Source: an optimization exercise on an open RTL-to-GDS flow (aim: small area and a short achievable clock period). Production flows keep margins and buffers that such runs may drop.
In this exercise RTL edits were held to simulation tests only and were not proved equivalent to the original.
No activity file was given, so power comes from the tool's default toggle rates.

File: flow/run.sh
#!/bin/bash
# synth_recipe.tcl (not shown) runs the flow's synth.tcl, then flattens the netlist and writes it again
# the make line also repeats each setting of config.mk as NAME=value (left out here)
make -C /OpenROAD-flow-scripts/flow DESIGN_CONFIG=/design/flow/config.mk WORK_HOME=/design/flow/orfs CLKGATE_MAP_FILE= SYNTH_SCRIPT=/design/flow/synth_recipe.tcl finish
File: flow/constraint.sdc
create_clock -name core_clock -period 16.0 [get_ports {clk}]
set_input_delay 3.2000 -clock core_clock [delete_from_list [all_inputs] [get_ports {clk}]]
set_output_delay 3.2000 -clock core_clock [all_outputs]
set_load 0.01 [all_outputs]
File: flow/design.v
`default_nettype none
module as2650(
	input clk,
	input rst,
	input [7:0] bus_in,
	output [7:0] bus_out,
	output le_lo,
	output le_hi,
	output OEb,
	output WEb,
	output bus_dir,
	output IOC,
	output IOD,
	input [6:0] irqs,
	output flag,
	input sense,
	output reg [7:0] ext_io_addr,
	output reg io_bus_cyc,
	output reg io_bus_we,
	output reg [7:0] io_bus_out,
	input [7:0] io_bus_in,
	output [7:0] debug_psl,
	output [7:0] debug_psu,
	output [32:0] la_data_out,
	input wb_hidden_rom_enable,
	output reg cpu_hidden_rom_enable,
	output WE_ram
);
reg trap;
reg [7:0] irqs_latch;
wire [2:0] irq_num = irqs_latch[7] ? 3'h7 : (irqs_latch[6] ? 3'h6 : (irqs_latch[5] ? 3'h5 : (irqs_latch[4] ? 3'h4 : (irqs_latch[3] ? 3'h3 : (irqs_latch[2] ? 3'h2 : (irqs_latch[1] ? 3'h1 : 3'h0))))));
reg [7:0] regs [7:0];
reg [7:0] psu;
assign debug_psu = psu;
assign flag = psu[6];
reg [7:0] psl;
assign debug_psl = psl;
reg [15:0] stack [15:0];
wire [15:0] TOS = stack[psu[3:0] - 1];
reg [12:0] PC;
reg [2:0] page_reg; 
reg [11:0] ivectors_base;
reg [15:0] last_addr;
reg [3:0] cycle;
reg [7:0] insin;
reg [15:0] instruction_args_latch;
reg extend;
reg [1:0] warmup;
reg halted;
wire reset = rst || warmup;
reg indirect_cyc;
reg [1:0] indexed_cyc;
reg [15:0] indirect_target;
reg relative_cyc;
wire [7:0] instruction = cycle == FETCH ? bus_in : insin;
localparam FETCH = 0;
localparam PARAM1 = 1;
localparam PARAM2 = 2;
localparam DATA1 = 3;
localparam IO1 = 4;
localparam IO2 = 5;
localparam INVALID = 6;
localparam HALT = 7;
localparam EXT_IO1 = 8;
localparam EXT_IO2 = 9;
localparam EXT_IO3 = 10;
localparam EXT_IO4 = 11;
localparam INTERRUPT_ACTION1 = 12;
wire [7:0] reg_plus_1 = instr_reg_v + 1;
wire [7:0] reg_minus_1 = instr_reg_v - 1;
wire [1:0] index_control = extend ? 2'b11 : indexed_cyc;
wire [7:0] index = instr_reg_v;
wire is_data_fetch_cycle = relative_cyc || indirect_cyc || cycle == DATA1 || is_interrupt_cycle;
wire is_interrupt_cycle = cycle == INTERRUPT_ACTION1;
wire is_instr_fetch_cycle = (cycle == FETCH || cycle == PARAM1 || cycle == PARAM2) && !is_data_fetch_cycle;
wire le_lo_act = (is_instr_fetch_cycle || is_data_fetch_cycle) && (requested_addr[7:0] != last_addr[7:0] && requested_addr[15:8] == last_addr[15:8]) && !IO_cyc;
assign le_lo = le_lo_act && !reset;
wire le_hi_act = (is_instr_fetch_cycle || is_data_fetch_cycle) && (requested_addr[15:8] != last_addr[15:8]) && !IO_cyc;
assign le_hi = le_hi_act && !reset;
wire [15:0] requested_addr = (cycle == DATA1
								? (indirect_cyc || extend ? instruction_args_latch : {page_reg, instruction_args_latch[12:0]})
								: (is_instr_fetch_cycle ? {page_reg, PC} : (indirect_cyc || relative_cyc ? indirect_target : 0))
									+ (!is_instr_fetch_cycle && cycle == PARAM2 ? 1 : 0))
								+ (indexed_data1 ? index : 0);
wire write_cyc = cycle == DATA1 && is_store || (cycle == PARAM1 && relative_cyc && is_store);
assign OEb = !(((is_instr_fetch_cycle || is_data_fetch_cycle) && last_addr == requested_addr) || (IO_cyc && is_IO_READ)) || reset || write_cyc;
assign WE_ram = write_cyc && !reset && (last_addr == requested_addr);
assign WEb = !(write_cyc || (is_IO_WRITE && cycle == IO1)) || reset || (last_addr != requested_addr && !IO_cyc);
assign bus_out = is_IO_WRITE && IO_cyc ? instr_reg_v : (le_lo_act ? requested_addr[7:0] : (le_hi_act ? requested_addr[15:8] : alu_instr_reg));
assign bus_dir = !(!WEb || le_lo_act || le_hi_act || (is_IO_WRITE && IO_cyc)) || reset;
wire IO_cyc = cycle == IO1 || cycle == IO2;
assign IOC = IO_cyc && !insin[6];
assign IOD = IO_cyc && insin[6];
wire is_RETURN = (instruction[7:2] == 6'b000101 || instruction[7:2] == 6'b001101) && !extend;
wire is_DAR = instruction[7:2] == 6'b100101 && !extend;
wire is_CLR = instruction[7:2] == 6'h31 && !extend;
wire is_EXT = instruction == 8'hB7 && !extend;
wire is_HALT = instruction == 8'h40 && !extend;
wire is_NOP = instruction == 8'hC0 && !extend;
wire is_XCHG = instruction == 8'h91 && !extend;
wire is_MUL = instruction == 8'h90 && !extend;
wire is_ZBR = (instruction == 8'h9B || instruction == 8'hBB) && !extend;
wire is_BXA = (instruction == 8'h9F || instruction == 8'hBF) && !extend;
wire is_LPS = instruction[7:1] == 7'h49 && !extend;
wire is_SPS = instruction[7:1] == 7'h09 && !extend;
wire is_BRANCH = instruction[4:3] == 2'b11;
wire needs_param = (instruction[3:2] == 2'b01 || instruction[3:2] == 2'b10) && !is_RETURN && !is_DAR && !is_CLR && !is_EXT && !extend;
wire needs_2_param = instruction[3:2] == 2'b11 || (extend && instruction[3:2] == 2'b10);
wire is_indexed = ((instruction[3:2] == 2'b11 && instruction_args_latch[14:13] != 2'b00) && !is_BRANCH && !indirect_cyc && !extend) || (extend && (instruction[7:2] == 6'h03 || instruction[7:2] == 6'h33));
wire is_indirect_pre = (instruction[3:2] == 2'b10 || instruction[3:2] == 2'b11) && !indirect_cyc && !extend;
wire is_indirect_p1 = bus_in[7] && is_indirect_pre;
wire is_indirect_p2 = instruction_args_latch[15] && is_indirect_pre;
wire is_store = (instruction[7:4] == 4'hC && !is_NOP && !extend) || (instruction[7:3] == 5'h19 && extend);
wire is_COM = instruction[7:4] == 4'hE && !extend;
wire is_ALU_op = !instruction[4] && !is_store && !is_HALT && !is_COM && (!extend || instruction[3] == 1);
wire is_immediate = instruction[3:2] == 2'b01;
wire is_zero_reg = instruction[3:2] == 2'b00;
wire is_add_sub = instruction[7:5] == 3'h4 || instruction[7:5] == 3'h5;
wire is_relative = instruction[3:2] == 2'b10;
wire is_PUSH = instruction == 8'h10 && !extend;
wire is_POP = instruction == 8'h11 && !extend;
wire is_TPS = instruction[7:1] == 7'h5A && !extend;
wire is_CPS = instruction[7:1] == 7'h3A && !extend;
wire is_PPS = instruction[7:1] == 7'h3B && !extend;
wire is_RRR = instruction[7:2] == 6'h14 && !extend;
wire is_RRL = instruction[7:2] == 6'h34 && !extend;
wire is_TMI = instruction[7:2] == 6'h3D && !extend;
wire is_IO_READ = (instruction[7:2] == 6'h0C || instruction[7:2] == 6'h1C) && !extend;
wire is_IO_WRITE = (instruction[7:2] == 6'h2C || instruction[7:2] == 6'h3C) && !extend;
wire is_CPL = instruction[7:2] == 6'h38 && extend;
wire is_PSHS = instruction == 8'h10 && extend;
wire is_POPS = instruction == 8'h11 && extend;
wire is_SVB = instruction == 8'h12 && extend;
wire is_CHRP = instruction == 8'h13 && extend;
wire is_EXT_IO = (instruction[7:2] == 6'h15 || instruction[7:2] == 6'h35) && !extend;
wire is_TRAP = instruction == 8'h90 && extend;
wire is_CLRT = instruction == 8'h91 && extend;
wire is_LIR = instruction == 8'h92 && extend;
wire is_SIR = instruction == 8'h93 && extend;
wire [2:0] instr_reg_a = {psl[4], instruction[1:0]};
wire [7:0] instr_reg_v = regs[instr_reg_a];
wire [12:0] relative_eff_address_pre = PC + 1 + {bus_in[6], bus_in[6], bus_in[6], bus_in[6], bus_in[6], bus_in[6], bus_in[6:0]};
wire [15:0] relative_eff_address = {page_reg, relative_eff_address_pre};
wire is_CC_BRANCH = instruction[7:4] == 4'h1 || instruction[7:4] == 4'h3 || instruction[7:4] == 4'h9 || instruction[7:4] == 4'hB;
wire is_REG_BRANCH = !is_CC_BRANCH;
wire is_BRANCH_SUB = instruction[7:4] != 4'hF && instruction[5:4] == 2'b11;
wire [7:0] branch_compare_reg = instruction[7:4] == 4'hD ? reg_plus_1 : (instruction[7:4] == 4'hF ? reg_minus_1 : instr_reg_v);
wire should_branch = (is_CC_BRANCH && instruction[7] && psl[7:6] != instruction[1:0]) || (is_CC_BRANCH && !instruction[7] && instruction[1:0] == 2'b11) || (is_CC_BRANCH && !instruction[7] && psl[7:6] == instruction[1:0] || (is_REG_BRANCH && branch_compare_reg != 8'h00)) || is_ZBR || is_BXA;
wire [15:0] zbr_target = {(bus_in[6] ? 10'b0000000111 : 10'h000), bus_in[5:0]};
wire [2:0] r0_a = {psl[4], 2'b00};
wire [2:0] r1_a = {psl[4], 2'b01};
wire [2:0] r2_a = {psl[4], 2'b10};
wire [2:0] r3_a = {psl[4], 2'b11};
assign la_data_out = {halted, regs[r3_a], regs[r2_a], regs[r1_a], regs[r0_a]};
wire [15:0] mul_res = regs[r0_a] * regs[r1_a];
wire [7:0] rrr = psl[3] ? {psl[0], instr_reg_v[7:1]} : {instr_reg_v[0], instr_reg_v[7:1]};
wire [7:0] rrl = psl[3] ? {instr_reg_v[6:0], psl[0]} : {instr_reg_v[6:0], instr_reg_v[7]};
wire indexed_data1 = indexed_cyc && cycle == DATA1;
wire [7:0] alu_instr_reg = indexed_data1 ? regs[r0_a] : instr_reg_v;
wire [7:0] alu_input1 = is_zero_reg ? regs[r0_a] : alu_instr_reg;
wire [7:0] alu_input2 = is_zero_reg ? instr_reg_v : bus_in;
wire [2:0] alu_op = instruction[7:5];
reg [8:0] alu_next;
always @(*) begin
	case(alu_op)
		1: alu_next = {psl[0], alu_input1 ^ alu_input2};
		2: alu_next = {psl[0], alu_input1 & alu_input2};
		3: alu_next = {psl[0], alu_input1 | alu_input2};
		4: alu_next = {1'b0, alu_input1} + {1'b0, alu_input2} + {8'h00, (psl[3] && psl[0])};
		5: alu_next = {1'b0, alu_input1} + {1'b0, ~alu_input2} + {8'h00, (!psl[3] || psl[0])};
		default: alu_next = {psl[0], alu_input2};
	endcase
end
wire next_idc = alu_next[4] != alu_input1[4] ^ (instruction[7:5] == 5 ? ~alu_input2[4] : alu_input2[4]);
wire next_ovf = alu_input1[7] == alu_input2[7] && alu_next[7] != alu_input1[7];
always @(posedge clk) begin
	if(rst || (warmup != 0)) begin
		psl <= 8'h00;
		psu <= 8'h20;  
		cycle <= 4'h0;
		last_addr <= 16'hAAAA;
		insin <= 8'h00;
		instruction_args_latch <= 16'h0000;
		PC <= 13'h0000;
		extend <= 1'b0;
		warmup <= rst ? 2'b11 : warmup - 1;
		halted <= 1'b0;
		indirect_cyc <= 1'b0;
		indirect_target <= 16'h0000;
		relative_cyc <= 1'b0;
		regs[0] <= 8'h00;
		regs[1] <= 8'h00;
		regs[2] <= 8'h00;
		regs[3] <= 8'h00;
		regs[4] <= 8'h00;
		regs[5] <= 8'h00;
		regs[6] <= 8'h00;
		regs[7] <= 8'h00;
		indexed_cyc <= 2'b00;
		page_reg <= 3'b000;
		ivectors_base <= 12'h000;
		chirp_ptr <= 3'b000;
		ext_io_addr <= 8'h00;
		io_bus_cyc <= 1'b0;
		io_bus_we <= 1'b0;
		io_bus_out <= 8'h00;
		trap <= 1'b0;
		cpu_hidden_rom_enable <= wb_hidden_rom_enable;
	end else begin
		psu[7] <= sense;
		if(psl[4]) regs[3'b000] <= regs[3'b100];
		else regs[3'b100] <= regs[3'b000];
		if(le_lo_act) last_addr[7:0] <= requested_addr[7:0];
		if(le_hi_act) last_addr[15:8] <= requested_addr[15:8];
		if(cycle == FETCH) begin
			indirect_cyc <= 1'b0;
			relative_cyc <= 1'b0;
			indexed_cyc <= 2'b00;
			instruction_args_latch <= 16'h0000;
			if(last_addr == requested_addr) begin
				PC <= PC + 1;
				insin <= bus_in;
				if(is_LIR) begin
					instruction_args_latch <= {regs[r3_a], regs[r2_a]};
					cycle <= DATA1;
					extend <= 1'b0;
					insin <= 8'h0C;
				end else if(is_SIR) begin
					instruction_args_latch <= {regs[r3_a], regs[r2_a]};
					cycle <= DATA1;
					extend <= 1'b0;
					insin <= 8'hCC;
				end else if(needs_param || needs_2_param) begin
					if(is_BRANCH && !should_branch) begin
						PC <= PC + (needs_2_param ? 3 : 2);
						cycle <= FETCH;
						if(is_REG_BRANCH) regs[instr_reg_a] <= branch_compare_reg;
					end else cycle <= PARAM1;
				end else begin
					if(is_HALT) halted <= 1'b1;
					extend <= is_EXT;
					if(is_CPL) begin
						regs[instr_reg_a] <= ~instr_reg_v;
					end
					if(is_TRAP) begin
						trap <= 1'b1;
					end
					if(is_CLRT) begin
						trap <= 1'b0;
					end
					if(is_XCHG) begin
						regs[r0_a] <= regs[r1_a];
						regs[r1_a] <= regs[r0_a];
					end
					if(is_PUSH) begin
						stack[psu[3:0]] <= {regs[r1_a], regs[r0_a]};
						psu[3:0] <= psu[3:0] + 1;
					end
					if(is_POP) begin
						regs[r0_a] <= TOS[7:0];
						regs[r1_a] <= TOS[15:8];
						psu[3:0] <= psu[3:0] - 1;
					end
					if(is_PSHS) begin
						stack[psu[3:0]] <= {psu, psl};
						psu[3:0] <= psu[3:0] + 1;
					end
					if(is_POPS) begin
						psl <= TOS[7:0];
						psu <= {TOS[15:12], psu[3:0] - 4'b0001};
					end
					if(is_SVB) begin
						ivectors_base <= {regs[r1_a], regs[r0_a][7:4]};
					end
					if(is_CHRP) begin
						regs[r0_a] <= {1'b0, chirpchar};
						chirp_ptr <= chirp_ptr + 1;
						psl[7:6] <= 2'b01;
					end
					if(is_CLR) begin
						regs[instr_reg_a] <= 8'h00;
					end
					if(is_RETURN) begin
						if(instruction[1:0] == 2'b11 || instruction[1:0] == psl[7:6]) begin
							PC <= TOS[12:0];
							page_reg <= TOS[15:13];
							psu[3:0] <= psu[3:0] - 1;
							if(instruction[5]) psu[5] <= 1'b0;
						end
					end
					if(is_MUL) begin
						regs[r0_a] <= mul_res[7:0];
						regs[r1_a] <= mul_res[15:8];
						psl[7:6] <= mul_res > 32767 ? 'b10 : (mul_res != 0 ? 'b01 : 'b00);
					end
					if(is_COM && is_zero_reg) begin
						perform_compare(regs[r0_a], regs[instr_reg_a]);
					end else if(is_ALU_op && is_zero_reg) begin
						perform_alu_op(r0_a);
					end else if(is_store && !is_NOP && is_zero_reg) begin
						regs[instr_reg_a] <= regs[r0_a];
						set_cc_for(regs[r0_a]);
					end 
					if(is_DAR) begin
						regs[instr_reg_a] <= {regs[instr_reg_a][7:4] + (psl[0] ? 4'h0 : 4'hA), regs[instr_reg_a][3:0] + (psl[5] ? 4'h0 : 4'hA)};
					end 
					if(is_RRR) begin
						if(psl[3]) begin
							psl[0] <= instr_reg_v[0];
							psl[5] <= instr_reg_v[6];
						end
						set_cc_for(rrr);
						regs[instr_reg_a] <= rrr;
					end 
					if(is_RRL) begin
						if(psl[3]) begin
							psl[0] <= instr_reg_v[7];
							psl[5] <= instr_reg_v[4];
						end
						set_cc_for(rrl);
						regs[instr_reg_a] <= rrl;
					end
					if(is_LPS) begin
						if(instruction[0]) psl <= regs[r0_a];
						else psu <= regs[r0_a];
					end
					if(is_SPS) begin
						if(instruction[0]) begin
							regs[r0_a] <= psl;
							set_cc_for(psl);
						end else begin
							regs[r0_a] <= psu;
							set_cc_for(psu);
						end
					end
					cycle <= is_HALT ? HALT : (is_IO_READ || is_IO_WRITE ? IO1 : FETCH);
				end
			end
		end
		if(cycle == PARAM1) begin
			if(last_addr == requested_addr) begin
				if(is_instr_fetch_cycle) PC <= PC + 1;
				if(is_immediate || relative_cyc) begin
					if(is_store) begin
					end else if(is_ALU_op) begin
						perform_alu_op(instr_reg_a);
					end else begin
						if(is_TPS) begin
							if(((instruction[0] ? psl : psu) & bus_in) == bus_in) psl[7:6] <= 2'b00;
							else psl[7:6] <= 2'b01;
						end
						if(is_CPS) begin
							if(instruction[0]) psl <= psl & ~bus_in;
							else psu <= psu & ~bus_in;
						end
						if(is_PPS) begin
							if(instruction[0]) psl <= psl | bus_in;
							else psu <= psu | bus_in;
						end
						if(is_EXT_IO) begin
							ext_io_addr <= bus_in;
						end
						if(is_COM) begin
							perform_compare(alu_instr_reg, bus_in);
						end
						if(is_TMI) begin
							if((instr_reg_v & bus_in) == instr_reg_v) psl[7:6] <= 2'b00;
							else psl[7:6] <= 2'b01;
						end
					end
					cycle <= is_EXT_IO ? EXT_IO1 : FETCH;
					extend <= 1'b0;
					relative_cyc <= 1'b0;
				end else if(needs_2_param || indirect_cyc) begin
					cycle <= PARAM2;
				end else if(is_relative && is_indirect_p1) begin
					indirect_target <= is_ZBR ? zbr_target : relative_eff_address;
					indirect_cyc <= 1'b1;
				end else if(is_relative && !is_indirect_p1) begin
					if(is_BRANCH) begin
						if(is_ZBR) perform_branch(zbr_target);
						else perform_branch(relative_eff_address);
						extend <= 1'b0;
						cycle <= FETCH;
					end else begin
						relative_cyc <= 1'b1;
						indirect_target <= relative_eff_address;
					end
				end
				instruction_args_latch[15:8] <= bus_in;
			end
		end
		if(cycle == PARAM2) begin
			if(last_addr == requested_addr) begin
				if(is_instr_fetch_cycle) PC <= PC + 1;
				if(!indirect_cyc && instruction_args_latch[14:13] != 2'b00 && !is_BRANCH) begin
					indexed_cyc <= is_indexed ? instruction_args_latch[14:13] : 2'b00;
					regs[instr_reg_a] <= !is_indexed || instruction_args_latch[14:13] == 2'b11 || extend ? regs[instr_reg_a] : (instruction_args_latch[14:13] == 2'b01 ? reg_plus_1 : reg_minus_1);
				end
				if(is_indirect_p2 && !indirect_cyc) begin
					indirect_cyc <= 1'b1;
					indirect_target <= is_BRANCH ? {page_reg[2], instruction_args_latch[14:8], bus_in} : {page_reg, instruction_args_latch[12:8], bus_in};
					cycle <= PARAM1;
				end else if(is_BRANCH) begin
					if(instruction == 8'h1F) begin
						cpu_hidden_rom_enable <= 1'b0;
					end
					perform_branch((indirect_cyc || extend ? {instruction_args_latch[15:8], bus_in} : {page_reg[2], instruction_args_latch[14:8], bus_in}) + (is_BXA ? {8'h00, regs[r3_a]} : 16'h0000));
					cycle <= FETCH;
					extend <= 1'b0;
				end else cycle <= DATA1;
				instruction_args_latch[7:0] <= bus_in;
			end
		end
		if(cycle == DATA1) begin
			if(last_addr == requested_addr) begin
				indirect_cyc <= 1'b0;
				indexed_cyc <= 2'b00;
				instruction_args_latch <= 16'h0000;
				if(is_store) begin
				end else if(is_COM) begin
					perform_compare(alu_instr_reg, bus_in);
				end else if(is_ALU_op) begin
					perform_alu_op(indexed_data1 ? r0_a : instr_reg_a);
				end
				cycle <= FETCH;
				extend <= 1'b0;
			end
		end
		if(cycle == IO1) begin
			cycle <= IO2;
		end
		if(cycle == IO2) begin
			if(is_IO_READ) begin
				regs[instr_reg_a] <= bus_in;
				psl[7:6] <= bus_in > 127 ? 2'b10 : (bus_in == 0 ? 2'b00 : 2'b01);
			end
			cycle <= FETCH;
		end
		if(cycle == EXT_IO1) begin
			io_bus_cyc <= 1'b0;
			io_bus_out <= instr_reg_v;
			io_bus_we <= instruction[7];
			cycle <= EXT_IO2;
		end
		if(cycle == EXT_IO2) begin
			io_bus_cyc <= 1'b1;
			cycle <= EXT_IO3;
		end
		if(cycle == EXT_IO3) begin
			cycle <= EXT_IO4;
		end
		if(cycle == EXT_IO4) begin
			io_bus_cyc <= 1'b0;
			if(!instruction[7]) begin
				regs[instr_reg_a] <= io_bus_in;
				set_cc_for(io_bus_in);
			end
			io_bus_we <= 1'b0;
			cycle <= FETCH;
		end
		if(cycle == INTERRUPT_ACTION1) begin
			insin <= 8'h3F;
			indirect_cyc <= 1'b1;
			indirect_target <= {ivectors_base, irq_num, 1'b0};
			psu[5] <= 1'b1;
			cycle <= PARAM1;
		end
		if(cycle == HALT || (cycle == FETCH && last_addr != requested_addr)) begin
			if(irqs != 0 && !psu[5]) begin
				irqs_latch <= {irqs[6], irqs[5], irqs[4], trap, irqs[3], irqs[2], irqs[1], irqs[0]};
				cycle <= INTERRUPT_ACTION1;
			end
		end
	end
end
task set_cc_for(input [7:0] val);
	begin
		psl[7:6] <= val > 127 ? 'b10 : (val != 0 ? 'b01 : 'b00);
	end
endtask
task perform_alu_op(input [2:0] targ_reg);
	begin
		regs[targ_reg] <= alu_next[7:0];
		psl[0] <= alu_next[8];
		set_cc_for(alu_next[7:0]);
		if(is_add_sub) begin
			psl[5] <= next_idc;
			psl[2] <= next_ovf;
		end
	end
endtask
task perform_compare(input [7:0] in1, input [7:0] in2);
	begin
		if(in1 == in2) psl[7:6] <= 2'b00;
		else if(psl[1] || in1[7] == in2[7]) begin
			if(in1 > in2) psl[7:6] <= 2'b01;
			else if(in1 < in2) psl[7:6] <= 2'b10;
		end else psl[7:6] <= in1[7] ? 2'b10 : 2'b01;
	end
endtask
task perform_branch(input [15:0] target);
	begin
			if(is_BRANCH_SUB) begin
				stack[psu[3:0]] <= {page_reg, indirect_cyc || is_interrupt_cycle ? PC : PC + 13'h0001};
				psu[3:0] <= psu[3:0] + 1;
			end
			PC <= target[12:0];
			page_reg <= target[15:13];
			if(is_REG_BRANCH) regs[instr_reg_a] <= branch_compare_reg;
	end
endtask
reg [2:0] chirp_ptr;
reg [6:0] chirpchar;
always @(*) begin
	case(chirp_ptr)
		0: chirpchar = 7'h43;
		1: chirpchar = 7'h68;
		2: chirpchar = 7'h69;
		3: chirpchar = 7'h72;
		4: chirpchar = 7'h70;
		5: chirpchar = 7'h21;
		6: chirpchar = 13;
		7: chirpchar = 10;
	endcase
end
endmodule
File: flow/config.mk
export PLATFORM = sky130hd
export DESIGN_NAME = as2650
export DESIGN_NICKNAME = as2650
export VERILOG_FILES = /design/flow/design.v
export SDC_FILE = /design/flow/constraint.sdc
export NUM_CORES = 4
export LEC_CHECK = 0
export CAP_MARGIN = 20
export CORE_MARGIN = 2
export CORE_UTILIZATION = 40
export SLEW_MARGIN = 20
==> impl_metrics.yaml <==
finish:
  ff_latch_area_um2: 12700
  syn2layout_area_growth_pct: 13.3
  fin_nets: 4076
  filler_cell_count: 8308
  final_cells: 5074
  multiInputGateArea_um2: 19900
  drive_above_1_share_pct: 10.6
  largest_reg_flops: 256
detailed_routing:
  first_pass_iters: 8
  vias: 33500
  wire_per_inst_um: 31.6
  ant_nets: 0
  routed_wl_um: 160000
  vias_per_cell: 6.59
  drt_iter0_drc: 4829
  drt_drc_violations_left: 0
global_routing:
  grt_pass1_wl_um: 227000
  first_global_vias: 31000
  overflow: 0
  track_usage_pct: 35.9
  grt_max_degree: 43
  antenna_found_initial: 10
status:
  status: "timing/DRC/antenna clean"
clock_tree:
  cts_root_buffer: "clkbuf_16"
  postCtsHoldBufs: 0
  clkTransAtPathRegs_ps: 70
  max-clock-path-buffers: 3
  clkLatencyLatePin_ps: 660
  cts_tree: "done"
  cts_resized: 0
  cts_max_level: 2
  cts_num_sinks: 469
  post_cts_buffers: 0
  cts_buffers: 52
timing:
  rsz0062_at_grt: "false"
  slew_headroom_pct: 7.70
  slew_viol_final: 0
  setup_viol: 0
  fin_skew_ps: 20.8
  tightest_slew_ps: 1380
  max_freq_mhz: 70.4
  period_minus_slack_ps: 14200
  min_period_over_period_pct: 88.7
  tns_ps: 0
  hold_violations: 0
die:
  rows: 107
  core-area_um2: 84900
  die_w_um: 296
  die-area_um2: 87700
  io_pins: 112
  die_h_um: 296
  start_util_pct: 40.2
yosys:
  synth_ff_type: "edfxtp_1"
  syn_inst: 3828
  synthDominantCellAreaShare_pct: 29.0
  yosysSeqAreaShare_pct: 37.2
  synth_area_um2: 34100
  synth_edf_count: 330
  synth_fp_nets: 4026
  synth_seq_cells: 469
  yosys_warnings: 1
  async_flop_share_pct: 0
  synth_cell_type_count: 110
  postSynthAreaPerCell_um2: 8.92
  yosys-top-cells-area: "edfxtp_1 29%, dfxtp_1 8.2%, mux4_2 4.9%"
  yosysTopAreaCell: "edfxtp_1"
power:
  power_switching_share_pct: 27.9
  peakVddDrop_mv: 0.0994
  leakage_nw: 13.4
  p_sw_w: 0.000804
  seqPwrFrac_pct: 45.1
  clkPwrFrac_pct: 43.8
  pwr-share-comb_pct: 11.0
  report.power.total_w: 0.00288
  power_density_nw_per_um2: 74.5
  internal_power_w: 0.00208
setup_path:
  worstSetupPathType: "in -> out"
  required_ps: 12800
  critPathArrivalTime_ps: 11000
  cp_max_fo: 27
  startpoint_type: "input port"
  endpoint_kind: "output pin"
place:
  io_buffers: 111
  hpwlAfterDp_um: 117000
  dp.cells: 4967
  place_congestion: 1.10
flow_run:
  cap_violations: 0
min_path:
  min_path_type: "reg -> reg"
## per-layer routing
metal  routed length [µm]  global-route usage, %
met2                66400                   51.8
met3                18400                   9.67
met5                   40                      0
met4                14800                   27.1
met1                60800                   45.7
## critical path, cell delays in order
cell	delay, ps
clkdlybuf4s50_1	590
clkinv_1	500
o21ai_4	660
mux2i_1	210
a21oi_2	200
buf_4	230
nor2_1	80
ha_1	270
inv_1	70
fa_1	210
nor2b_1	80
o2111ai_1	170
nand3_1	130
o41ai_1	750
nor2_1	220
xnor2_1	200
o31ai_1	530
and4bb_1	970
nand2_1	200
nand2_1	450
nor2_1	140
a21oi_1	180
nand2_1	80
nand2_1	90
clkdlybuf4s50_1	530
## through the flow
stage	setup WS [ps]	util, %	hold WS (ps)	cell area, µm²
5_1_grt	1410	45.6	515	38700
4_1_cts	2030	45.5	481	38600
2_1_floorplan	4530	-	408	34100
3_5_place_dp	2050	43.4	485	36900
6_report	1800	45.6	493	38700
3_3_place_gp	2160	43.4	476	36800
## power groups by stage
| stage | Sequential, W | Combinational [W] | Clock (W) |
|---|---|---|---|
| global placement | 0.00133 | 0.000300 | 0 |
| global route | 0.00130 | 0.000325 | 0.00131 |
| CTS | 0.00130 | 0.000301 | 0.00127 |
| finish | 0.00130 | 0.000318 | 0.00126 |
| detailed placement | 0.00133 | 0.000299 | 0 |
| floorplan | 0.00132 | 0.000161 | 0 |
## area by class of cell
| cell class | instances | share of cell area (%) |
|---|---|---|
| multi-input combinational | 2929 | 51.5 |
| sequential | 469 | 32.8 |
| timing repair buffer | 252 | 5.62 |
| tap | 1144 | 3.70 |
| clock buffer | 56 | 3.40 |
| inverter | 174 | 1.69 |
| clock inverter | 42 | 1.17 |
| antenna | 8 | 0.0517 |
## worst paths after layout
kind / from / endpoint / slack [ps] / depth (start not counted)
max: bus_in[0] / bus_out[4] / 1800 / 25
min reg2reg: ivectors_base[7]$_SDFFE_PN0P_ / indirect_target[11]$_SDFF_PN0_ / 490 / 2
min: ivectors_base[7]$_SDFFE_PN0P_ / indirect_target[11]$_SDFF_PN0_ / 490 / 2
max reg2reg: cycle[2]$_SDFF_PN0_ / stack[5][7]$_DFFE_PP_ / 5290 / 23
## cells in the mapped netlist, drive strengths merged (10+ instances only)
cell type and instances:
nand2 433, nor2 428, edfxtp 330, o21ai 287, a21oi 257, clkbuf 191
inv 164, dfxtp 139, nand3 136, ha 128, xnor2 98, nor3 93
mux2i 83, a211oi 80, mux4 74, buf 65, o211ai 64, o22ai 61
a22oi 47, fa 43, a31oi 42, nand4 40, xor2 39, nor4 36
and2 31, mux2 26, o31ai 26, a221oi 24, or3 24, and3 23
a21o 22, nand2b 22, o21bai 22, o21a 21, nor2b 20, or2 16
or4 16, a211o 14, o221ai 14, a32oi 12, a21boi 11, clkinv 10
## cell usage in the layout (no fill, tap or decap), types with 111 or more instances in the layout
cell             instances
a21oi_1                254
buf_4                  139
clkdlybuf4s50_1        111
dfxtp_1                137
edfxtp_1               330
ha_1                   127
inv_1                  161
nand2_1                432
nand3_1                133
nor2_1                 419
o21ai_0                263
## kinds of logic (layout without fill, tap and decap cells)
logic type	Yosys count	after routing	share of synthesized area, %
compound gates	1093	1093	20.6
xor+xnor	139	139	3.65
fa+ha+maj	171	171	7.21
buf+inv	430	524	4.98
flops	469	469	37.2
mux	183	183	8.21
other cells	0	8	0
simple gates	1343	1343	18.2

[static timing again, ports no longer ideal]
How much do the figures lean on ideal ports? The routed layout below was timed once more, with nothing changed but the port constraints.
Step 1 assumes that a clkbuf_16 drives the clock port and a buf_2 every other input.
Step 2 times the ports against the registers' clock, not the clock port: input delays grow and output delays shrink by t, the midpoint of the rising clock arrivals with the driver on.
Three values: ideal ports, drivers, drivers and shift; two values: the first two.
t, ns: 0.724
slack for setup (ns): 1.803 / 1.771 / 1.771
hold WS [ns]: 0.493 / 0.493 / 0.493
After both steps setup and hold are still met in this run. The setup slack of this run moves by -0.032 ns with the drivers and by -0.032 ns with both steps.
